Context: an optimization exercise on an open-source flow, tuned for small area, a short achievable clock period and few clock cycles per item. The choices shown serve that exercise and are no tape-out recipe.
Function was checked by simulation only, so behaviour that the tests miss may differ from the original.

Design mdu_top, start of the top module:
module mdu_top(
  input  logic        clk,
  input  logic        rst,
  input  logic        mdu_in_valid,
  input  logic [2:0]  funct3,
  input  logic [31:0] mdu_in_1,
  input  logic [31:0] mdu_in_2,
  input  logic        cpu_busy,
  output logic [31:0] mdu_out,
  output logic        mdu_out_valid,
  output logic        mdu_busy,
  output logic        exception
);
Size in the first run: ~140 flip-flops, ~17,000 µm² of cells after synthesis.
Settings: LEC_CHECK=0, ABC_AREA=1, CAP_MARGIN=40, CORE_MARGIN=2, CORE_UTILIZATION=40, CTS_BUF_LIST=sky130_fd_sc_hd__clkbuf_4 sky130_fd_sc_hd__clkbuf_8, PLACE_DENSITY=0.7, SLEW_MARGIN=20; clock period 10.0 ns.
standard.sh (not shown) runs the stock make flow with config.mk's settings and CLKGATE_MAP_FILE= SYNTH_SCRIPT=/design/flow/synth_recipe.tcl, a recipe that flattens the netlist after the stock synthesis.
==> flow/flow/run.sh <==
#!/bin/bash
# Standard ORFS layout with two changes to how it is made (the SDC is unchanged):
# - the port buffers that ORFS inserts at placement are plain buffers (buf_2)
#   instead of the delay cells buffer_ports picks by default;
# - the resizer is asked for extra setup margin (flow/margin.txt, in ns) so it
#   also repairs timing below the 10 ns constraint.
set -euo pipefail
MARGIN=$(cat flow/margin.txt)
bash standard.sh synth > synth.log 2>&1
bash standard.sh "BUFFER_PORTS_ARGS=-buffer_cell sky130_fd_sc_hd__buf_2" \
  "SETUP_SLACK_MARGIN=$MARGIN" finish > layout.log 2>&1
==> flow/flow/margin.txt <==
6
Testbench counts at the start, summed over its fixed seeds: cycles 18,533, ops 2,400.
==> next run, changes <==
--- a/flow/design.v
+++ b/flow/design.v
@@ -20,18 +20,19 @@
   logic        bp;      
   logic [5:0]  cnt;     
   logic [2:0]  op;
   logic        nneg;    
   logic        dneg;    
   logic        dzr;     
   logic        exc;
   logic [5:0]  nclz;    
   logic [5:0]  dclz;    
+  logic        npow;    
   logic        c_h, c_l, c_inv, c_b1, c_b2, c_binv, c_ci;
   logic        c_d1, c_d2, c_dinv;    
   assign mdu_out       = h[31:0];
   assign mdu_out_valid = vld;
   assign mdu_busy      = busy;
   assign exception     = exc;
   wire accept = mdu_in_valid & ~busy;
   wire div_signed = ~op[0];
   wire [36:0] a37 = {{3{a[33]}}, a};
@@ -68,19 +69,19 @@
     for (int i = 0; i < 2; i++) begin
       z4[i] = z3[2*i+1] & z3[2*i];
       c4[i] = z3[2*i+1] ? {1'b1, c3[2*i]} : {1'b0, c3[2*i+1]};
     end
     z5 = z4[1] & z4[0];
     c5 = z4[1] ? {1'b1, c4[0]} : {1'b0, c4[1]};
     clz32 = z5 ? 6'd32 : {1'b0, c5};
   endfunction
   wire [5:0] dclz_in = clz32(mdu_in_2 ^ {32{mdu_in_2[31] & ~funct3[0]}});
-  wire [6:0] kdiff = {1'b0, dclz} - {1'b0, nclz} + {6'd0, nneg};    
+  wire [6:0] kdiff = {1'b0, dclz} - {1'b0, nclz} + {6'd0, npow};    
   wire [4:0] k = kdiff[4:0];
   wire [33:0] a_sh = a << k;
   wire ovf = dneg & (&a) & (l == 32'h80000000);
   wire q = ~sum[36];
   wire last_mul = (cnt[3:0] == 4'd1);
   wire last_div = (cnt == 6'd1);
   wire op_mulhu = (op[1:0] == 2'd3);
   wire fix_inv = div_signed & (op[1] ? nneg : (nneg ^ dneg));
   function automatic logic [2:0] booth(input logic b2, input logic b1, input logic b0);
@@ -146,18 +147,19 @@
   always_ff @(posedge clk) begin
     if (!busy) begin
       l    <= mdu_in_1;
       a    <= {{2{mdu_in_2[31] & (funct3[2] ? ~funct3[0] : ~funct3[1])}}, mdu_in_2};
       op   <= funct3;
       nneg <= mdu_in_1[31] & (~funct3[0] | ~funct3[2]);
       dneg <= mdu_in_2[31] & ~funct3[0];
       dzr  <= (mdu_in_2 == 32'd0);
       nclz <= clz32(mdu_in_1 ^ {32{mdu_in_1[31] & ~funct3[0]}});
+      npow <= mdu_in_1[31] & ~funct3[0] & ~|(~mdu_in_1[31:1] & mdu_in_1[30:0]);
       dclz <= dclz_in[5] ? 6'd31 : dclz_in;
       bp   <= 1'b0;
       cnt  <= 6'd8;
     end
     if (s_mul) begin
       exc <= 1'b0;
       bp  <= l[3];
       l   <= {sum[3:0], l[31:4]};
       cnt <= cnt - 6'd1;
The new run completed without violations.
Worst setup slack gets better by 0.055 ns.
Cell area went up slightly.
Wire length went down by a little under a tenth.
First-iteration DRC count went up by about a fifth.
Sequential share of layout area went down by 0.18 points.
Final cell count went up by a few percent.
Via count went down slightly.
Die area went up slightly.
Utilization went down by 0.49 points.
Register-to-register slack gets better by 0.06 ns.
Worst hold slack gets better by 0.015 ns.
Testbench counts after the change, summed over its fixed seeds: cycles 18,323, ops 2,400.

-- port drivers added, routing unchanged --
The flow's constraints put no driver on any port. The routed layouts listed below were extracted and timed again, unchanged, in two steps. Step 1, drivers: a clkbuf_16 drives clk and a buf_2 each remaining input, both assumed. Step 2 moves the port delays by t, midway between the first and last clock arrival at a register: inputs arrive t later, outputs are due t later. That takes back most of the time a late clock gives input paths. Slacks: ideal ports / drivers / drivers and shift; pairs: ideal ports / drivers.
| run | t, ns | slack for setup (ns) | slew at the worst register clock pin (ns) |
|---|---|---|---|
| the first run | 0.556 | 6.127 / 6.127 / 5.635 | 0.10 / 0.10 |
| the second run | 0.544 | 6.182 / 6.182 / 5.682 | 0.09 / 0.09 |
After both steps every run listed still meets setup and hold. The setup slack of the second run, which loses most, moves by 0.000 ns with the drivers and by -0.500 ns with both steps.
